What follows belongs to an exercise in optimizing a design on an open flow for small area; a production flow would make more cautious choices.
Where RTL was checked, it was by simulation tests only, not by an equivalence proof against the original.
For runs 2 and 3, only the layout was checked, not whether the RTL still works.

**flow/design.v**
```verilog
module main(in, op, apply, tail, valid, empty, clk, reset);
    parameter WIDTH = 8;
    parameter QUEUE_SIZE = 5;
    input clk, reset, apply;
    input [WIDTH - 1 : 0] in;
    input [2 : 0] op;
    output reg [WIDTH - 1 : 0] tail;
    output reg valid;
    output reg empty;
    reg [WIDTH - 1 : 0] queue [QUEUE_SIZE-1 : 0];
    reg [2 : 0] size;
    reg [WIDTH - 1 : 0] op1, op2;
    integer i;
    always @(posedge clk or posedge reset)
        if (reset) begin
            valid <= 1;
            empty <= 1;
            size <= 0;
        end
        else
            if (apply) begin
                if (op === 0) begin
                    if (size === 5) valid <= 0;
                    else begin
                        size <= size + 1;
                        queue[size] <= in;
                        tail <= in;
                        empty <= 0;
                    end
                end
                else if (op === 1) begin
                    if (size === 0) valid <= 0;
                    else begin
                        for (i = 0; i < QUEUE_SIZE - 1; i = i + 1) begin
                            queue[i] <= queue[i+1];
                        end;
                        queue[size - 1] <= 8'bx;
                        if (size === 1) empty <= 1;
                        size <= size - 1;
                    end
                end
                else if (op === 2) begin
                    if (size < 2) valid <= 0;
                    else begin
                        for (i = 0; i < QUEUE_SIZE - 2; i = i + 1) begin
                            queue[i] <= queue[i+2];
                        end;
                        queue[size - 1] <= 8'bx;
                        queue[size - 2] <= queue[0] + queue[1];
                        size <= size - 1;
                        tail <= queue[0] + queue[1];
                    end
                end
                else if (op === 3) begin
                    if (size < 2) valid <= 0;
                    else begin
                        for (i = 0; i < QUEUE_SIZE - 2; i = i + 1) begin
                            queue[i] <= queue[i+2];
                        end;
                        queue[size - 1] <= 8'bx;
                        queue[size - 2] <= queue[0] * queue[1];
                        size <= size - 1;
                        tail <= queue[0] * queue[1];
                    end
                end
                else if (op === 4) begin
                    if (size < 2) valid <= 0;
                    else begin
                        for (i = 0; i < QUEUE_SIZE - 2; i = i + 1) begin
                            queue[i] <= queue[i+2];
                        end;
                        queue[size - 1] <= 8'bx;
                        queue[size - 2] <= queue[1] - queue[0];
                        size <= size - 1;
                        tail <= queue[1] - queue[0];
                    end
                end
                else if (op === 5) begin
                    if (size < 2) valid <= 0;
                    else begin
                        if (queue[0] === 0) valid <= 0;
                        else begin
                            for (i = 0; i < QUEUE_SIZE - 2; i = i + 1) begin
                                queue[i] <= queue[i+2];
                            end;
                            queue[size - 1] <= 8'bx;
                            queue[size - 2] <= queue[1] / queue[0];
                            size <= size - 1;
                            tail <= queue[1] / queue[0];
                        end
                    end
                end
                else if (op === 6) begin
                    if (size < 2) valid <= 0;
                    else begin
                        if (queue[0] === 0) valid <= 0;
                        else begin
                            for (i = 0; i < QUEUE_SIZE - 2; i = i + 1) begin
                                queue[i] <= queue[i+2];
                            end;
                            queue[size - 1] <= 8'bx;
                            queue[size - 2] <= queue[1] % queue[0];
                            size <= size - 1;
                            tail <= queue[1] % queue[0];
                        end
                    end
                end
                else begin
                    valid <= 0;
                end
            end
endmodule  
```
**flow/run.sh**
```bash
#!/bin/bash
# synth_recipe.tcl (not shown) runs the flow's synth.tcl, then flattens the netlist and writes it again
# the make line also repeats each setting of config.mk as NAME=value (left out here)
make -C /OpenROAD-flow-scripts/flow DESIGN_CONFIG=/design/flow/config.mk WORK_HOME=/design/flow/orfs CLKGATE_MAP_FILE= SYNTH_SCRIPT=/design/flow/synth_recipe.tcl finish
```
**flow/config.mk**
```make
export PLATFORM = sky130hd
export DESIGN_NAME = main
export DESIGN_NICKNAME = main
export VERILOG_FILES = /design/flow/design.v
export SDC_FILE = /design/flow/constraint.sdc
export NUM_CORES = 4
export LEC_CHECK = 0
export CAP_MARGIN = 20
export CORE_MARGIN = 2
export CORE_UTILIZATION = 40
export SLEW_MARGIN = 20
```
**flow/constraint.sdc**
```tcl
create_clock -name core_clock -period 15.0 [get_ports {clk}]
set_input_delay 3.0000 -clock core_clock [delete_from_list [all_inputs] [get_ports {clk}]]
set_output_delay 3.0000 -clock core_clock [all_outputs]
set_load 0.01 [all_outputs]
```
==> results of run 1 <==
==> metrics by stage <==
stage	util (%)	cell area (um2)	hold slack, ns	worst slack [ns]	instances
after floorplan	-	6980	0.466	3.99	874
after global placement	42.8	7350	0.465	1.90	1085
after detailed placement	42.8	7350	0.453	1.65	1085
after CTS	43.7	7500	0.470	1.59	1093
after global routing	43.8	7510	0.492	0.340	1094
final	43.8	7510	0.468	1.34	1094
==> routing by layer <==
layer / GRT usage, % / routed length (um) / vias to the layer above
met4: 4.46 / 311 / 0
li1: - / - / 3216
met2: 39.3 / 10200 / 271
met3: 1.64 / 1270 / 25
met1: 36.1 / 10500 / 3195
met5: 0 / 0 / -
==> cells in the final DEF (no fill, tap or decap), types with 20 or more instances in the layout <==
master and count:
a21oi_1 74, clkdlybuf4s50_1 22, edfxtp_1 48, ha_1 76, inv_1 59, nand2_1 95, nor2_1 86, nor3_1 27
o21ai_0 27, o21ai_1 20, xnor2_1 27
==> worst max path at each step <==
stage                start           to  slack [ns]  cells past startpoint
2_1_floorplan  queue[0][6]  queue[1][3]        3.99                     48
3_3_place_gp   queue[0][6]  queue[1][3]        1.90                     45
3_5_place_dp   queue[0][6]  queue[1][3]        1.65                     46
4_1_cts        queue[0][6]  queue[1][3]        1.59                     46
5_1_grt        queue[0][6]  queue[4][3]        0.34                     46
6_report       queue[0][6]  queue[1][3]        1.34                     46
==> state kept, by name, summed over array words and instances (netlist names) <==
register / flops
empty: 1
queue: 40
size: 3
tail: 8
valid: 1
==> cell families (layout without fill, tap and decap cells) <==
| family | Yosys count | after routing | share of synthesized area, % |
|---|---|---|---|
| compound gates | 281 | 281 | 27.7 |
| xor+xnor | 36 | 36 | 4.52 |
| fa+ha+maj | 91 | 91 | 17.9 |
| buf+inv | 100 | 95 | 5.54 |
| flops | 53 | 53 | 22.5 |
| mux | 10 | 10 | 1.69 |
| simple gates | 303 | 303 | 20.2 |
==> layout make-up <==
| type | instances | area [um2] |
|---|---|---|
| Timing Repair Buffer | 28 | 263 |
| Sequential cell | 53 | 1570 |
| Fill cell | 1759 | 9660 |
| Multi-Input combinational cell | 721 | 5030 |
| Tap cell | 225 | 282 |
| Clock inverter | 3 | 26.3 |
| Clock buffer | 5 | 125 |
| Inverter | 59 | 221 |
==> impl_metrics.toml, run 1 <==
[clock_network]
cts_resized = 0
postCtsSetupBuffers = 0
path_clk_slew_ns = 0.08
cts.sinks = 53
tritoncts = "done"
cts_buffers = 5
cts_max_path_buffers = 2
clk_latency_ns = 0.30
hold_buffers = 0
ctsRootBufferMaster = "clkbuf_16"
htreeDepth = 2

[setup_path]
cp_max_fo = 10
reg2reg_to = "queue[1][3]"
ff2ff_setup_slack_ns = 1.34
crit_path_start_kind = "flop"
path_class = "flop to flop"
arrival_ns = 13.71
reg2regPathDepth = 46
r2r-start = "queue[0][6]"
cp_common_cell = "ha_1"
max_stage_delay_ns = 0.93
path_buf_inv = 0
cp_slowest_cell = "o41ai_1"
endpoint_kind = "flop"
critPathTopFamily = "compound AO/OA/AOI/OAI gates"
cp.required_ns = 15.05

[yosys]
yosysWarnings = 2
synth-async-reset-ratio_pct = 9.43
ys.flop_type = "edfxtp_1"
synth_top_area_share_pct = 20.7
syn_area_per_cell_um2 = 7.98
synth_top_area_cell = "edfxtp_1"
yosysMostFrequentCell = "nand2_1"
synth-seq-cells = 53
synth_fp_nets = 979
yosys-top-cells-count = "95 x nand2_1, 86 x nor2_1, 76 x ha_1, 75 x a21oi_1, 59 x inv_1"
syn_area_um2 = 6980
synthDistinctLibCells = 79
ys_seq_area_share_pct = 22.5
synth_enable_flop_cells = 48
synthTopCellsByArea = "edfxtp_1 21%, ha_1 14%, a21oi_1 5.4%, nand2_1 5.1%, nor2_1 4.6%"
synthCells = 874

[timing]
worst_pin_slew_ns = 1.07
fmax_ghz = 0.0732
clock_skew_ns = 0.00489
min_period_ns = 13.66
setup-tns-final_ns = 0
slew_headroom_pct = 27.8
rsz0062_at_grt = "false"
period_share_pct = 91.1
setup_viol = 0
final-max-slew-violation-count = 0
hold_viol_final = 0

[finish]
antennaDiodeCount = 0
num-nets-final = 973
drive_gt1_share_pct = 4.60
syn2layout_area_growth_pct = 7.73

[global_route]
grt_pass1_wl_um = 35200
grt_max_degree = 56
grt_pass1_vias = 6228
overflow = 0
antenna_found_initial = 0
grtUsageTotal_pct = 24.4

[floorplanning]
die-area_um2 = 18500
num_io_pins = 24
coreArea_um2 = 17200
row_count = 48
initial_utilization_pct = 40.6
die_w_um = 136
die_y_um = 136

[drt]
firstDrtPassIters = 5
ant_nets = 0
drt-initial-drc-count = 623
wl_per_cell_um = 20.3
viasPerCell = 6.13
num_vias = 6707
wirelength_um = 22300
drc = 0

[placement]
place_hpwl_um = 16900
gp_congestion = 0.915
port-buffer-count = 23

[job]
max-cap-violations = 0

[min_path]
min-delay-start = "valid"
min_path_type = "flop to flop"
min_to = "valid"
min_path_cells = 1

[status]
outcome = "timing/DRC/antenna clean"
==> run 2: changes to the inputs <==
==> flow/design.v (replaced) <==
module main(in, op, apply, tail, valid, empty, clk, reset);
    input clk, reset, apply;
    input [7:0] in;
    input [2:0] op;
    output [7:0] tail;
    output reg valid;
    output empty;
    reg [7:0] t, f0, f1, f2, f3;
    reg [2:0] size;
    assign tail = t;
    assign empty = (size == 3'd0);
    wire [7:0] a = f0;                         
    wire [7:0] b = (size == 3'd2) ? t : f1;    
    wire is_add = (op == 3'd2);
    wire is_mul = (op == 3'd3);
    wire is_sub = (op == 3'd4);
    wire is_div = (op == 3'd5) | (op == 3'd6);
    wire is_quo = (op == 3'd5);
    wire is_as  = is_add | is_sub;
    wire [7:0] hz;
    assign hz[0] = 1'b1;
    genvar j;
    generate
        for (j = 1; j < 8; j = j + 1) begin : g_hz
            assign hz[j] = hz[j-1] & ~a[8-j];
        end
    endgenerate
    wire [7:0] rr [0:8];
    wire [7:0] quo;
    assign rr[8] = 8'd0;
    generate
        for (j = 7; j >= 0; j = j - 1) begin : g_row
            localparam W = 8 - j;
            wire [W-1:0] x, y, s, r;
            wire c;
            if (j == 0) begin : g_last
                assign x = is_as ? b : {rr[1][W-2:0], is_div & b[0]};
                assign y = is_add ? a : (is_mul ? (a & {8{b[0]}}) : ~a);
                assign {c, s} = x + y + {7'd0, ~(is_add | is_mul)};
            end else begin : g_mid
                if (W == 1) begin : g_one
                    assign x = is_div & b[j];
                end else begin : g_more
                    assign x = {rr[j+1][W-2:0], is_div & b[j]};
                end
                assign y = is_mul ? (a[W-1:0] & {W{b[j]}}) : ~a[W-1:0];
                assign {c, s} = x + y + {{(W-1){1'b0}}, ~is_mul};
            end
            assign quo[j] = c & hz[j];
            assign r = (~is_div | quo[j]) ? s : x;
            assign rr[j] = r;
        end
    endgenerate
    wire [7:0] res = is_quo ? quo : rr[0];
    wire push = (op == 3'd0);
    wire pop  = (op == 3'd1);
    wire two  = (size[2] | size[1]);           
    wire good = push ? (size != 3'd5) :
                pop  ? (size != 3'd0) :
                (op == 3'd7) ? 1'b0 :
                is_div ? (two & (a != 8'd0)) : two;
    wire ok = apply & good;
    wire arith = ~push & ~pop;
    wire [7:0] nv = push ? in : res;
    always @(posedge clk or posedge reset)
        if (reset) begin
            valid <= 1'b1;
            size <= 3'd0;
        end else if (apply) begin
            if (!good) valid <= 1'b0;
            else size <= push ? size + 3'd1 : size - 3'd1;
        end
    always @(posedge clk)
        if (ok) begin
            if (!pop) t <= nv;
            if (push) begin
                if (size <= 3'd1) f0 <= t;
                if (size <= 3'd2) f1 <= t;
                if (size <= 3'd3) f2 <= t;
                f3 <= t;
            end else if (pop) begin
                f0 <= f1;
                f1 <= f2;
                f2 <= f3;
            end else begin
                f0 <= (size > 3'd3) ? f2 : t;
                f1 <= (size > 3'd4) ? f3 : t;
                f2 <= t;
                f3 <= t;
            end
        end
endmodule
==> run 2 against run 1 <==
Compared with the run above:
- clock skew up 0.0021 ns
- global-route usage decreased by 1.6 points
- final area fell by 12%
- fmax is 4.9% lower
- via count is 20% lower
- non-clock buffer count is 35 higher
==> impl_metrics.toml, run 2 <==
[setup_path]
path_buf_inv = 6
max_stage_delay_ns = 0.52
cp_slowest_cell = "fa_1"
arrival_ns = 14.37
endpoint_kind = "flop"
critPathTopFamily = "compound AO/OA/AOI/OAI gates"
cp.required_ns = 15.01
cp_common_cell = "ha_1"
path_class = "input port to flop"
cp_max_fo = 11
crit_path_start_kind = "input port"

[global_route]
antenna_found_initial = 0
grt_pass1_vias = 5253
grt_pass1_wl_um = 27200
grt_max_degree = 31
overflow = 0
grtUsageTotal_pct = 22.8

[yosys]
syn_area_per_cell_um2 = 8.57
syn_area_um2 = 5690
synth-seq-cells = 44
synth_fp_nets = 716
synthDistinctLibCells = 97
yosysWarnings = 1
synth_enable_flop_cells = 40
synth-async-reset-ratio_pct = 9.09
ys_seq_area_share_pct = 22.9
ys.flop_type = "edfxtp_1"
synth_top_area_share_pct = 21.1
yosysMostFrequentCell = "a21oi_1"
synth_top_area_cell = "edfxtp_1"
synthCells = 664
synthTopCellsByArea = "edfxtp_1 21%, ha_1 6.2%, a21oi_1 5.8%, nor2_1 4.2%, nand2_1 4.1%"
yosys-top-cells-count = "66 x a21oi_1, 64 x nor2_1, 62 x nand2_1, 40 x edfxtp_1, 38 x o21ai_0"

[finish]
syn2layout_area_growth_pct = 16.4
num-nets-final = 758
register_area_um2 = 1300
multiInputGateArea_um2 = 4290
n_fill_cell = 1320
final_cell_mix = "62 x nor2_1, 62 x a21oi_1, 61 x nand2_1"
layoutNonFillerInstCount = 887
antennaDiodeCount = 0
drive_gt1_share_pct = 18.2

[clock_network]
clk_latency_ns = 0.28
path_clk_slew_ns = 0.07
tritoncts = "done"
cts_buffers = 5
ctsRootBufferMaster = "clkbuf_16"
cts_max_path_buffers = 2
htreeDepth = 2
hold_buffers = 0
cts.sinks = 44

[floorplanning]
row_count = 43
coreArea_um2 = 13900
initial_utilization_pct = 41.0
die_y_um = 123
num_io_pins = 24
die_w_um = 123
die-area_um2 = 15200

[min_path]
min_path_type = "flop to flop"

[placement]
place_hpwl_um = 13500
placed_cells = 876
gp_congestion = 0.958
port-buffer-count = 23

[job]
max-cap-violations = 0

[drt]
viasPerCell = 6.08
num_vias = 5392
drt-initial-drc-count = 497
firstDrtPassIters = 5
drc = 0
ant_nets = 0
wl_per_cell_um = 19.4
wirelength_um = 17200

[timing]
setup-tns-final_ns = 0
worst_pin_slew_ns = 0.836
min_period_ns = 14.36
hold_viol_final = 0
finalHoldWorstSlack_ns = 0.459
setup_viol = 0
period_share_pct = 95.7
slew_headroom_pct = 42.7
fmax_ghz = 0.0696
clock_skew_ns = 0.00704
final-max-slew-violation-count = 0

[status]
outcome = "timing/DRC/antenna clean"
[run 2: kinds of logic (layout without fill, tap and decap cells)]
family,Yosys count,after routing,share of synthesized area (%)
AOI/OAI and AO/OA,232,232,28.8
and+or+nand+nor,213,213,19.1
buffers and inverters,56,99,4.51
DFF,44,44,22.9
adders and majority gates,41,41,10.2
muxes,41,41,8.09
xor gates and xnor gates,37,37,6.46
[run 2: layout make-up]
class                   count  share of cell area (%)
clock buffers               5                    1.89
clock inverters             3                   0.699
inverters                  28                    1.59
multi-input cells         564                    64.7
flip-flops and latches     44                    19.7
well taps                 180                    3.40
repair buffers             63                    8.08
[run 2: routing by layer]
| layer | vias up | wire (um) | GRT usage [%] |
|---|---|---|---|
| li1 | 2559 | - | - |
| met1 | 2606 | 7740 | 31.3 |
| met2 | 192 | 8340 | 38.2 |
| met3 | 35 | 796 | 2.40 |
| met4 | 0 | 351 | 6.18 |
| met5 | - | 0 | 0 |
[run 2: per-stage QoR]
stage	setup slack [ns]	cell area (um2)	util (%)
floorplan	0.149	5690	-
finish	0.641	6630	47.7
detailed placement	-0.157	6270	45.2
global placement	0.0328	6270	45.2
global route	-0.0314	6630	47.7
CTS	0.0512	6440	46.4
[run 2: worst paths after layout]
path                         start       to  slack (ns)  cells past startpoint
setup / recovery             op[2]     t[7]        0.64                     56
hold / removal               valid    valid        0.46                      1
setup reg to reg           size[0]     t[7]        2.66                     57
hold reg to reg              valid    valid        0.46                      1
max in group asynchronous    reset    valid       11.88                      2
min in group asynchronous    reset  size[2]        2.89                      2
[run 2: timing repair]
item                                    4_1_cts  5_1_grt
gates resized for setup                       0       37
endpoints found under the setup margin        0        8
buffers inserted                              0        3
==> run 3: changes to the inputs <==
--- a/flow/design.v
+++ b/flow/design.v
@@ -34,3 +34,3 @@
             wire [W-1:0] x, y, s, r;
-            wire c;
+            wire [W:0] c;
             if (j == 0) begin : g_last
@@ -38,3 +38,3 @@
                 assign y = is_add ? a : (is_mul ? (a & {8{b[0]}}) : ~a);
-                assign {c, s} = x + y + {7'd0, ~(is_add | is_mul)};
+                assign c[0] = ~(is_add | is_mul);
             end else begin : g_mid
@@ -46,5 +46,10 @@
                 assign y = is_mul ? (a[W-1:0] & {W{b[j]}}) : ~a[W-1:0];
-                assign {c, s} = x + y + {{(W-1){1'b0}}, ~is_mul};
+                assign c[0] = ~is_mul;
             end
-            assign quo[j] = c & hz[j];
+            genvar i;
+            for (i = 0; i < W; i = i + 1) begin : g_bit
+                assign s[i] = x[i] ^ y[i] ^ c[i];
+                assign c[i+1] = (x[i] & y[i]) | (c[i] & (x[i] ^ y[i]));
+            end
+            assign quo[j] = c[W] & hz[j];
             assign r = (~is_div | quo[j]) ? s : x;
==> run 3 against run 2 <==
Compared with the run above:
- the layout now fails its checks (negative setup slack)
- hold slack improved by 0.027 ns
- sequential cell count unchanged
- global-route usage increased by 3.6 points
- via count decreased by 17%
- wire length decreased by 14%
==> impl_metrics.toml, run 3 <==
[setup_path]
cp_common_cell = "fa_2"
arrival_ns = 18.70
path_class = "input port to flop"
endpoint_kind = "flop"
path_buf_inv = 9
critPathTopFamily = "adder cells"
r2r-start = "size[0]"
max_stage_delay_ns = 0.46
cp-startpoint = "op[1]"
cp.required_ns = 15.06
cp_max_fo = 4
cp_slowest_cell = "or4_4"
crit_path_start_kind = "input port"
ff2ff_setup_slack_ns = -1.51

[placement]
place_hpwl_um = 11500
placed_cells = 753
gp_congestion = 0.952
pre_cts_ws_ns = -4.46
port-buffer-count = 23

[clock_network]
cts_max_path_buffers = 2
cts.sinks = 44
htreeDepth = 2
tritoncts = "done"
path_clk_slew_ns = 0.09
ctsRootBufferMaster = "clkbuf_8"
hold_buffers = 0
cts_buffers = 5
clk_latency_ns = 0.30

[floorplanning]
die_y_um = 109
die-area_um2 = 11900
die_w_um = 109
coreArea_um2 = 10800
initial_utilization_pct = 41.0
row_count = 38
num_io_pins = 24

[yosys]
synth_top_area_share_pct = 27.2
synthCells = 508
syn_area_per_cell_um2 = 8.70
yosys-top-cells-count = "69 x nor2_1, 59 x nand2_1, 48 x a21oi_1, 40 x edfxtp_1, 33 x fa_1"
synthTopCellsByArea = "edfxtp_1 27%, fa_1 15%, nor2_1 5.9%, a21oi_1 5.4%, nand2_1 5.0%"
synth_fp_nets = 564
synth_enable_flop_cells = 40
ys.flop_type = "edfxtp_1"
synthDistinctLibCells = 64
syn_area_um2 = 4420
synth-async-reset-ratio_pct = 9.09
ys_seq_area_share_pct = 29.5
synth_top_area_cell = "edfxtp_1"
synth-seq-cells = 44
yosysWarnings = 1
yosysMostFrequentCell = "nor2_1"

[finish]
num-nets-final = 703
drive_gt1_share_pct = 36.1
layoutNonFillerInstCount = 788
antennaDiodeCount = 0
final_cell_mix = "131 x buf_4, 64 x nor2_1, 55 x nand2_1"
syn2layout_area_growth_pct = 39.9
n_fill_cell = 971
final_common_cell = "buf_4"

[drt]
wl_per_cell_um = 18.7
firstDrtPassIters = 5
wirelength_um = 14700
viasPerCell = 5.65
num_vias = 4449
ant_nets = 0
drt-initial-drc-count = 373
drc = 0

[global_route]
met2_usage_pct = 41.5
overflow = 0
grt_max_degree = 29
antenna_found_initial = 0
met1_usage_pct = 37.7
grt_pass1_vias = 4554
busiest_layer = "met2"
grtUsageTotal_pct = 26.4
grtUsageMet3_pct = 4.12
grt_pass1_wl_um = 23900

[min_path]
min_path_type = "flop to flop"
min-delay-start = "valid"

[timing]
hold_viol_final = 0
worst_pin_slew_ns = 0.957
clock_skew_ns = 0.00609
setup_viol = 8
rsz0062_at_grt = "true"
worst_slack_ns = -3.64
period_share_pct = 124
fmax_ghz = 0.0536
final-max-slew-violation-count = 0
min_period_ns = 18.64
slew_headroom_pct = 36.0

[job]
max-cap-violations = 0

[status]
outcome = "complete, but fails checks"
so.violations = "negative setup slack"
==> run 3: changes by cell type after synthesis, moves of 6 or more <==
cell	previous run	this run
a21oi_1	66	48
a21o_1	12	21
xnor2_1	26	4
and2_1	12	4
o21ai_0	38	24
fa_1	10	33
o211ai_1	9	1
mux2i_1	22	16
ha_1	28	9
o21ai_1	7	0
nand2b_1	14	7
mux2_2	13	5
==> run 3: timing repair <==
action	CTS	global route
resized for setup	54	7
pin swaps	56	14
endpoints found under the setup margin	8	8
buffers inserted	25	2
==> run 3: cells by family after synthesis <==
group / synth area share, %
XOR/XNOR: 1.39
AO/OA/AOI/OAI: 21.9
AND/OR/NAND/NOR: 20.1
buffers and inverters: 4.78
multiplexers: 4.90
flip-flops: 29.5
adder cells (fa/ha/maj): 17.5
==> run 3: cell type report <==
class,count,area (um2),share of cell area (%)
Multi-Input combinational cell,410,3240,52.3
Clock inverter,3,37.5,0.607
Tap cell,140,175,2.83
Timing Repair Buffer,158,1260,20.4
Clock buffer,5,68.8,1.11
Inverter,28,105,1.70
Sequential cell,44,1300,21.1
==> run 3: routing by layer <==
layer	up-vias	part of all wire [%]
met5	-	0
met4	0	2.5
met3	28	6.8
met2	168	46
met1	2155	44
li1	2098	-
==> run 3: path summary, 6_finish.rpt <==
kind,to,depth (start not counted)
min in group asynchronous,size[2],2
min reg2reg,valid,1
max in group asynchronous,valid,2
max reg2reg,t[7],76
min,valid,1
max,t[7],74
==> run 3: through the flow <==
step / hold slack [ns] / area (um2) / TNS (ns) / util [%]
5_1_grt: 0.509 / 6190 / -33.61 / 57.3
4_1_cts: 0.488 / 6150 / -27.92 / 57.0
3_5_place_dp: 0.475 / 5730 / -34.96 / 53.0
2_1_floorplan: 0.488 / 4640 / -27.52 / -
6_report: 0.485 / 6190 / -28.61 / 57.3
3_3_place_gp: 0.473 / 5730 / -32.85 / 53.0

-- re-timing with driven ports --
The results above use ideal ports. As a check the final layouts listed here were re-extracted and re-timed, cells and wires unchanged. Step 1 (the two cells are an assumption about what drives the block):
set clk [get_ports {clk}]
set_driving_cell -lib_cell sky130_fd_sc_hd__clkbuf_16 $clk
set_driving_cell -lib_cell sky130_fd_sc_hd__buf_2 [delete_from_list [all_inputs] $clk]
Step 2 also shifts input and output timing later by t, the mid clock arrival at the registers, as if the neighbouring blocks saw the same clock. a / b / c = ideal / step 1 / step 2; a / b = the first two.
run | shift t [ns] | slack for setup (ns) | hold WS [ns] | slew at the worst register clock pin (ns)
run 1 | 0.334 | 1.340 / 1.340 / 1.340 | 0.468 / 0.468 / 0.468 | 0.08 / 0.08
run 2 | 0.316 | 0.641 / 0.649 / 0.333 | 0.459 / 0.459 / 0.459 | 0.07 / 0.07
run 3 | 0.326 | -3.642 / -3.656 / -3.982 | 0.485 / 0.485 / 0.485 | 0.09 / 0.09
For run 3, which loses most, drivers alone change the setup slack by -0.014 ns; drivers and shift together by -0.340 ns.
